Background: an optimization exercise with open tools, aiming at a short achievable clock period and few clock cycles. Do not read the settings as production practice. The RTL was checked by simulation tests, not by an equivalence proof against the original design. The clock port is modelled as an ideal driver; clocking choices that lean on that would not hold on a real chip. Power is estimated from default activity; no workload was simulated.

Design RV32core, start of the top module:
module RV32core(
        input clk,   
        input rst,   
        output[31:0] imem_addr,
        input [31:0] imem_data,
        output[31:0] dmem_addr,
        output[31:0] dmem_wdata,
        output[3:0]  dmem_wstrb,
        input [31:0] dmem_rdata
    );
    localparam BI = 4;               
    localparam NB = 1 << BI;
    localparam HI = 5;               
    localparam NH = 1 << HI;
    localparam LH = 5;               
    localparam NP = 1 << LH;
    localparam RD = 4;               
    localparam T_BR = 2'd0, T_JAL = 2'd1, T_RET = 2'd2, T_IND = 2'd3;
    reg [31:0] pc_f;
    reg        v_d;
    reg [31:0] ir_d, pc_d, ptgt_d, pc4_d;
    reg        pt_d;                 
    reg        bp_d;                 
    reg [13:0] dc_d;                 
    reg        stall_q;              
    reg [HI-1:0] bi_d;               
    reg [31:0] a_e, b_e, sd_e;       
    reg        a_m, b_m, s_m;       
    reg        a_h, b_h;            
    reg [10:0] alu_e;                
    reg [31:0] link_e, alt_e, ctgt_e, jcmp_e, pc_e;
    reg        br_e, jal_e, jalr_e, ret_e, call_e, ld_e, st_e, wen_e, pt_e;
    reg [5:0]  mc_e;                 
    reg        jx_e, jc_e;           
    reg        kill_e;               
    reg [3:0]  cs_e;                 
    reg [2:0]  f3_e;
    reg [4:0]  rd_e;
    reg [HI-1:0] bi_e;
    reg [31:0] res_m, wdata_m;
    reg [3:0]  wstrb_m;
    reg        ld_m, wen_m;
    reg [2:0]  f3_m;
    reg [12:0] ls_m;                 
    reg [31:0] res_nl;               
    reg [4:0]  rd_m;
    reg [31:0] val_w;
    reg        wen_w;
    reg [4:0]  rd_w;
    reg [32*32-1:0] rf;              
    localparam TW = 30 - BI;         
    reg [NB-1:0]    btb_v;
    reg [NB*TW-1:0] btb_tag;
    reg [NB*32-1:0] btb_tgt;
    reg [NB*2-1:0]  btb_typ;
    reg [NH*LH-1:0] dh;              
    reg [NH-1:0]    dp;              
    reg [NH*8-1:0]  lp_tag;
    reg [NH*5-1:0]  lp_trip;         
    reg [NH*5-1:0]  lp_cnt;          
  ...
clock: 17.0 ns
lec_check: 0
abc_clock_period_in_ps: 100
cap_margin: 20
core_margin: 2
core_utilization: 40
slew_margin: 20
standard.sh (not shown) runs the stock make flow with config.mk's settings and CLKGATE_MAP_FILE= SYNTH_SCRIPT=/design/flow/synth_recipe.tcl, a recipe that flattens the netlist after the stock synthesis.
==> flow/flow/run.sh <==
#!/bin/bash
# Layout: the standard ORFS flow with these changes.
#  * synthesis leaves adders to abc as plain gates (ADDER_MAP_FILE empty)
#    instead of mapping them onto the library's full/half adder cells
#  * timing repair is asked to leave SETUP_SLACK_MARGIN ns of setup slack at
#    the design's clock period, so it works on the real critical paths
#  * before detailed placement, each flip-flop that drives an output port's
#    buffer is moved next to that buffer (flow/pull_outs.tcl)
#  * the port buffers are buf_4 cells (BUFFER_PORTS_ARGS), not delay cells
# Each tool's output is in synth.log and layout.log, and ORFS's logs under orfs/.
set -euo pipefail
MARGIN=${MARGIN:-12.8}
HERE=$(pwd)
bash standard.sh ADDER_MAP_FILE= synth > synth.log 2>&1
bash standard.sh ADDER_MAP_FILE= SETUP_SLACK_MARGIN=$MARGIN \
  BUFFER_PORTS_ARGS="-buffer_cell sky130_fd_sc_hd__buf_4" PRE_DETAIL_PLACE_TCL=$HERE/flow/pull_outs.tcl POST_CTS_TCL=$HERE/flow/post_cts.tcl \
  finish > layout.log 2>&1
Other scripts of this flow, unchanged in this note and not shown: flow/flow/drop_root.tcl, flow/flow/post_cts.tcl, flow/flow/pull_outs.tcl
The first run went through all stages and came out clean.
Testbench counts at the start, summed over its fixed seeds: cycles 329,746.
Next try:
--- a/flow/design.v
+++ b/flow/design.v
@@ -446,19 +446,19 @@
                 l_cnt1 = 5'd0; l_trip1 = 5'd0; l_conf1 = 1'b0;
             end else begin
                 l_cnt1 = l_cnt0 + 5'd1; l_trip1 = l_trip0; l_conf1 = l_conf0;
             end
         end else begin
             l_cnt1 = 5'd0;
             if (l_run == {1'b0, l_trip0}) begin
                 l_trip1 = l_trip0; l_conf1 = 1'b1;
             end else begin
-                l_trip1 = l_run[4:0]; l_conf1 = l_run > 6'd3;
+                l_trip1 = l_run[4:0]; l_conf1 = 1'b0;
             end
         end
     end
     reg  [LH-1:0] e_h;
     always @(*) begin : rd_e_h
         integer k;
         e_h = {LH{1'b0}};
         for (k = 0; k < NH; k = k + 1)
             e_h = e_h | ({LH{bi_e == k}} & dh[k*LH +: LH]);
The changed run finished clean.
Global-route usage went up by 0.53 points.
Design area went up by 0.62%.
Synthesized area went up by 0.31%.
Final cell count went up by 0.49%.
Sequential power stays flat.
Wire length went up by 1.4%.
Testbench counts after the change, summed over its fixed seeds: cycles 330,387.

afterwards: timing with drivers on the ports:
No port has a modelled driver above. Below, the same layouts with a new extraction and two added sets of constraints. Step 1 assumes that a clkbuf_16 drives the clock port and a buf_2 every other input. Step 2 moves the port delays by t, midway between the first and last clock arrival at a register: inputs arrive t later, outputs are due t later. That takes back most of the time a late clock gives input paths. a / b / c = ideal / step 1 / step 2; a / b = the first two.
| run | t, ns | slack for setup (ns) | hold slack, ns |
|---|---|---|---|
| the first run | 0.953 | 12.236 / 12.074 / 11.737 | 0.311 / 0.311 / 0.311 |
| the second run | 0.916 | 12.318 / 12.106 / 11.742 | 0.299 / 0.299 / 0.299 |
After both steps setup and hold are still met in every run listed. For the second run, which loses most, drivers alone change the setup slack by -0.212 ns; drivers and shift together by -0.576 ns.
